This design comes from an exercise in tuning for small area, a short achievable clock period and few clock cycles per item on the open sky130 flow, not from production work. Only simulation tests tie the RTL to the original design; equivalence was not proved. No driver is modelled on the clock port, so clocking that relies on it looks cheaper here than on a real chip. Power and IR drop assume default switching activity.

==> inputs of delta <==
## image_filter
module image_filter (
    input clk,
    input reset,
    input        in_valid,
    output       in_ready,
    input  [7:0] in_pixel,
    input [12:0] image_width,
    input [10:0] image_height,
    input [8:0] kernel_1,
    input [8:0] kernel_2,
    input [8:0] kernel_3,
    input [8:0] kernel_4,
    input [8:0] kernel_5,
    input [8:0] kernel_6,
    input [8:0] kernel_7,
    input [8:0] kernel_8,
    input [8:0] kernel_9,
    output       out_valid,
    output [7:0] out_pixel
);
==> module image_filter, before the edit <==
module image_filter (
    input clk,
    input reset,
    input        in_valid,
    output       in_ready,
    input  [7:0] in_pixel,
    input [12:0] image_width,
    input [10:0] image_height,
    input [8:0] kernel_1,
    input [8:0] kernel_2,
    input [8:0] kernel_3,
    input [8:0] kernel_4,
    input [8:0] kernel_5,
    input [8:0] kernel_6,
    input [8:0] kernel_7,
    input [8:0] kernel_8,
    input [8:0] kernel_9,
    output       out_valid,
    output [7:0] out_pixel
);
reg [7:0]  len_sel;
reg [8:0]  last_col;
reg [10:0] last_row;
reg [8:0]  k1, k2, k3, k4, k5, k6, k7, k8, k9;
reg        ready;
reg        pix_vld;
reg [7:0]  pix_in;
reg [8:0]  cnt_cols;
reg [10:0] cnt_rows;
reg        col_ge2;
reg        row_ge2;
wire accept = in_valid & ready;
wire col_last = (cnt_cols == last_col);
wire row_last = (cnt_rows == last_row);
wire [7:0] pixel_1;
wire [7:0] pixel_2;
wire [7:0] pixel_3;
wire [7:0] pixel_4;
wire [7:0] pixel_5;
wire [7:0] pixel_6;
wire [7:0] pixel_7;
wire [7:0] pixel_8;
assign in_ready = ready;
always @(posedge clk) begin
    len_sel  <= image_width[7:0] - 8'd5;
    last_col <= image_width[8:0] - 9'd1;
    last_row <= image_height - 11'd1;
    k1 <= kernel_1; k2 <= kernel_2; k3 <= kernel_3;
    k4 <= kernel_4; k5 <= kernel_5; k6 <= kernel_6;
    k7 <= kernel_7; k8 <= kernel_8; k9 <= kernel_9;
    if (accept == 1'b1)
        pix_in <= in_pixel;
end
always @(posedge clk or negedge reset) begin
    if (reset == 1'b0) begin
        ready    <= 1'b0;
        pix_vld  <= 1'b0;
        cnt_cols <= 9'd0;
        cnt_rows <= 11'd0;
        col_ge2  <= 1'b0;
        row_ge2  <= 1'b0;
    end else begin
        ready   <= 1'b1;
        pix_vld <= accept;
        if (pix_vld == 1'b1) begin
            if (col_last) begin
                cnt_cols <= 9'd0;
                col_ge2  <= 1'b0;
                if (row_last) begin
                    cnt_rows <= 11'd0;
                    row_ge2  <= 1'b0;
                end else begin
                    cnt_rows <= cnt_rows + 11'd1;
                    if (cnt_rows == 11'd1)
                        row_ge2 <= 1'b1;
                end
            end else begin
                cnt_cols <= cnt_cols + 9'd1;
                if (cnt_cols == 9'd1)
                    col_ge2 <= 1'b1;
            end
        end
    end
end
buffer_block buffer_unit (
    .clk(clk),
    .enable(pix_vld),
    .len_sel(len_sel),
    .data_in(pix_in),
    .pixel_1(pixel_1), .pixel_2(pixel_2), .pixel_3(pixel_3),
    .pixel_4(pixel_4), .pixel_5(pixel_5), .pixel_6(pixel_6),
    .pixel_7(pixel_7), .pixel_8(pixel_8)
);
convolution conv_unit (
    .clk(clk),
    .reset(reset),
    .enable(pix_vld & col_ge2 & row_ge2),
    .pixel_1(pixel_1), .pixel_2(pixel_2), .pixel_3(pixel_3),
    .pixel_4(pixel_4), .pixel_5(pixel_5), .pixel_6(pixel_6),
    .pixel_7(pixel_7), .pixel_8(pixel_8), .pixel_9(pix_in),
    .kernel_1(k1), .kernel_2(k2), .kernel_3(k3),
    .kernel_4(k4), .kernel_5(k5), .kernel_6(k6),
    .kernel_7(k7), .kernel_8(k8), .kernel_9(k9),
    .data_rdy(out_valid),
    .data_out(out_pixel)
);
endmodule
clock: 11.5 ns
lec_check: 0
cap_margin: 20
core_margin: 2
core_utilization: 65
cts_cluster_diameter: 70
cts_cluster_size: 28
place_density: 0.75
slew_margin: 20
standard.sh (not shown) runs the stock make flow with config.mk's settings and CLKGATE_MAP_FILE= SYNTH_SCRIPT=/design/flow/synth_recipe.tcl, a recipe that flattens the netlist after the stock synthesis.
==> flow/flow/run.sh <==
#!/bin/bash
set -euo pipefail
MARGIN=${MARGIN:-7.75}
bash standard.sh \
  "SYNTH_ARGS=-noabc" \
  "BUFFER_PORTS_ARGS=-buffer_cell sky130_fd_sc_hd__buf_2" \
  "PRE_RESIZE_TCL=$PWD/flow/pre_resize.tcl" \
  "SETUP_SLACK_MARGIN=$MARGIN" \
  "CTS_ARGS=-sink_clustering_enable -repair_clock_nets -sink_clustering_size 28 -sink_clustering_max_diameter 70 -dont_use_dummy_load" \
  finish > flow_make.log 2>&1
==> flow/flow/pre_resize.tcl <==
# Fanout limit for repair_design, so that high-fanout nets (the line buffer
# shift enable) get a balanced buffer tree. Timing constraints are unchanged.
set_max_fanout 32 [current_design]
==> inputs of violet, as changes to delta <==
--- a/flow/design.v
+++ b/flow/design.v
@@ -4459,2 +4459,3 @@
 reg        ready;
+reg        ready_out;
 reg        pix_vld;
@@ -4476,3 +4477,3 @@
 wire [7:0] pixel_8;
-assign in_ready = ready;
+assign in_ready = ready_out;
 always @(posedge clk) begin
@@ -4484,2 +4485,3 @@
     k7 <= kernel_7; k8 <= kernel_8; k9 <= kernel_9;
+    ready_out <= reset;
     if (accept == 1'b1)
--- a/flow/flow/run.sh
+++ b/flow/flow/run.sh
@@ -6,3 +6,6 @@
   "BUFFER_PORTS_ARGS=-buffer_cell sky130_fd_sc_hd__buf_2" \
+  "PRE_GLOBAL_PLACE_TCL=$PWD/flow/dont_use_delay.tcl" \
   "PRE_RESIZE_TCL=$PWD/flow/pre_resize.tcl" \
+  "PRE_CTS_TCL=$PWD/flow/dont_use_delay.tcl" \
+  "PRE_GLOBAL_ROUTE_TCL=$PWD/flow/dont_use_delay.tcl" \
   "SETUP_SLACK_MARGIN=$MARGIN" \
==> flow/flow/dont_use_delay.tcl (new file) <==
# Keep the delay cells out of buffering and repair, so that fanout trees and
# port buffers are built from plain buffers. Timing constraints are unchanged.
set_dont_use [get_lib_cells {sky130_fd_sc_hd__clkdlybuf4s* sky130_fd_sc_hd__dlygate4sd* sky130_fd_sc_hd__dlymetal6s*}]
==> flow/flow/pre_resize.tcl (replaced) <==
# Fanout limit for repair_design, so that high-fanout nets (the line buffer
# shift enables) get a balanced buffer tree. Timing constraints are unchanged.
source [file join [file dirname [info script]] dont_use_delay.tcl]
set_max_fanout 32 [current_design]
==> comparison <==
Wire length: delta is higher than violet (about 1.1%).
Against delta, the setup slack of violet is better by 0.022 ns.
Of delta and violet, delta has the higher core utilization (gap 0.081 points).
In delta the sequential share of layout area is lower than in violet, by 0.11 points.
In delta the combinational power is larger than in violet, by about 2%.
In delta the global-route usage is higher than in violet, by 0.29 points.
In die area, delta and violet hardly differ.
Testbench counts of delta, summed over its fixed seeds: cycles 44,250, items 33,706.
Testbench counts of violet, summed over its fixed seeds: cycles 44,250, items 33,706.

[re-timing with driven ports]
In the flow no input, the clock included, has a driving cell. The finished layouts below were timed again as built, in two steps.
Step 1 (the two cells are an assumption about what drives the block):
set clk [get_ports {clk}]
set_driving_cell -lib_cell sky130_fd_sc_hd__clkbuf_16 $clk
set_driving_cell -lib_cell sky130_fd_sc_hd__buf_2 [delete_from_list [all_inputs] $clk]
Step 2 moves the port delays by t, midway between the first and last clock arrival at a register: inputs arrive t later, outputs are due t later. That takes back most of the time a late clock gives input paths.
Three values: ideal, step 1, step 2; two values: the first two.
| run | t (ns) | setup WS [ns] | hold slack, ns |
|---|---|---|---|
| delta | 0.915 | 7.841 / 7.741 / 7.958 | 0.292 / 0.292 / 0.292 |
| violet | 0.921 | 7.862 / 7.762 / 7.509 | 0.278 / 0.278 / 0.278 |
After both steps every run listed still meets setup and hold. The setup slack of violet, which loses most, moves by -0.100 ns with the drivers and by -0.353 ns with both steps.
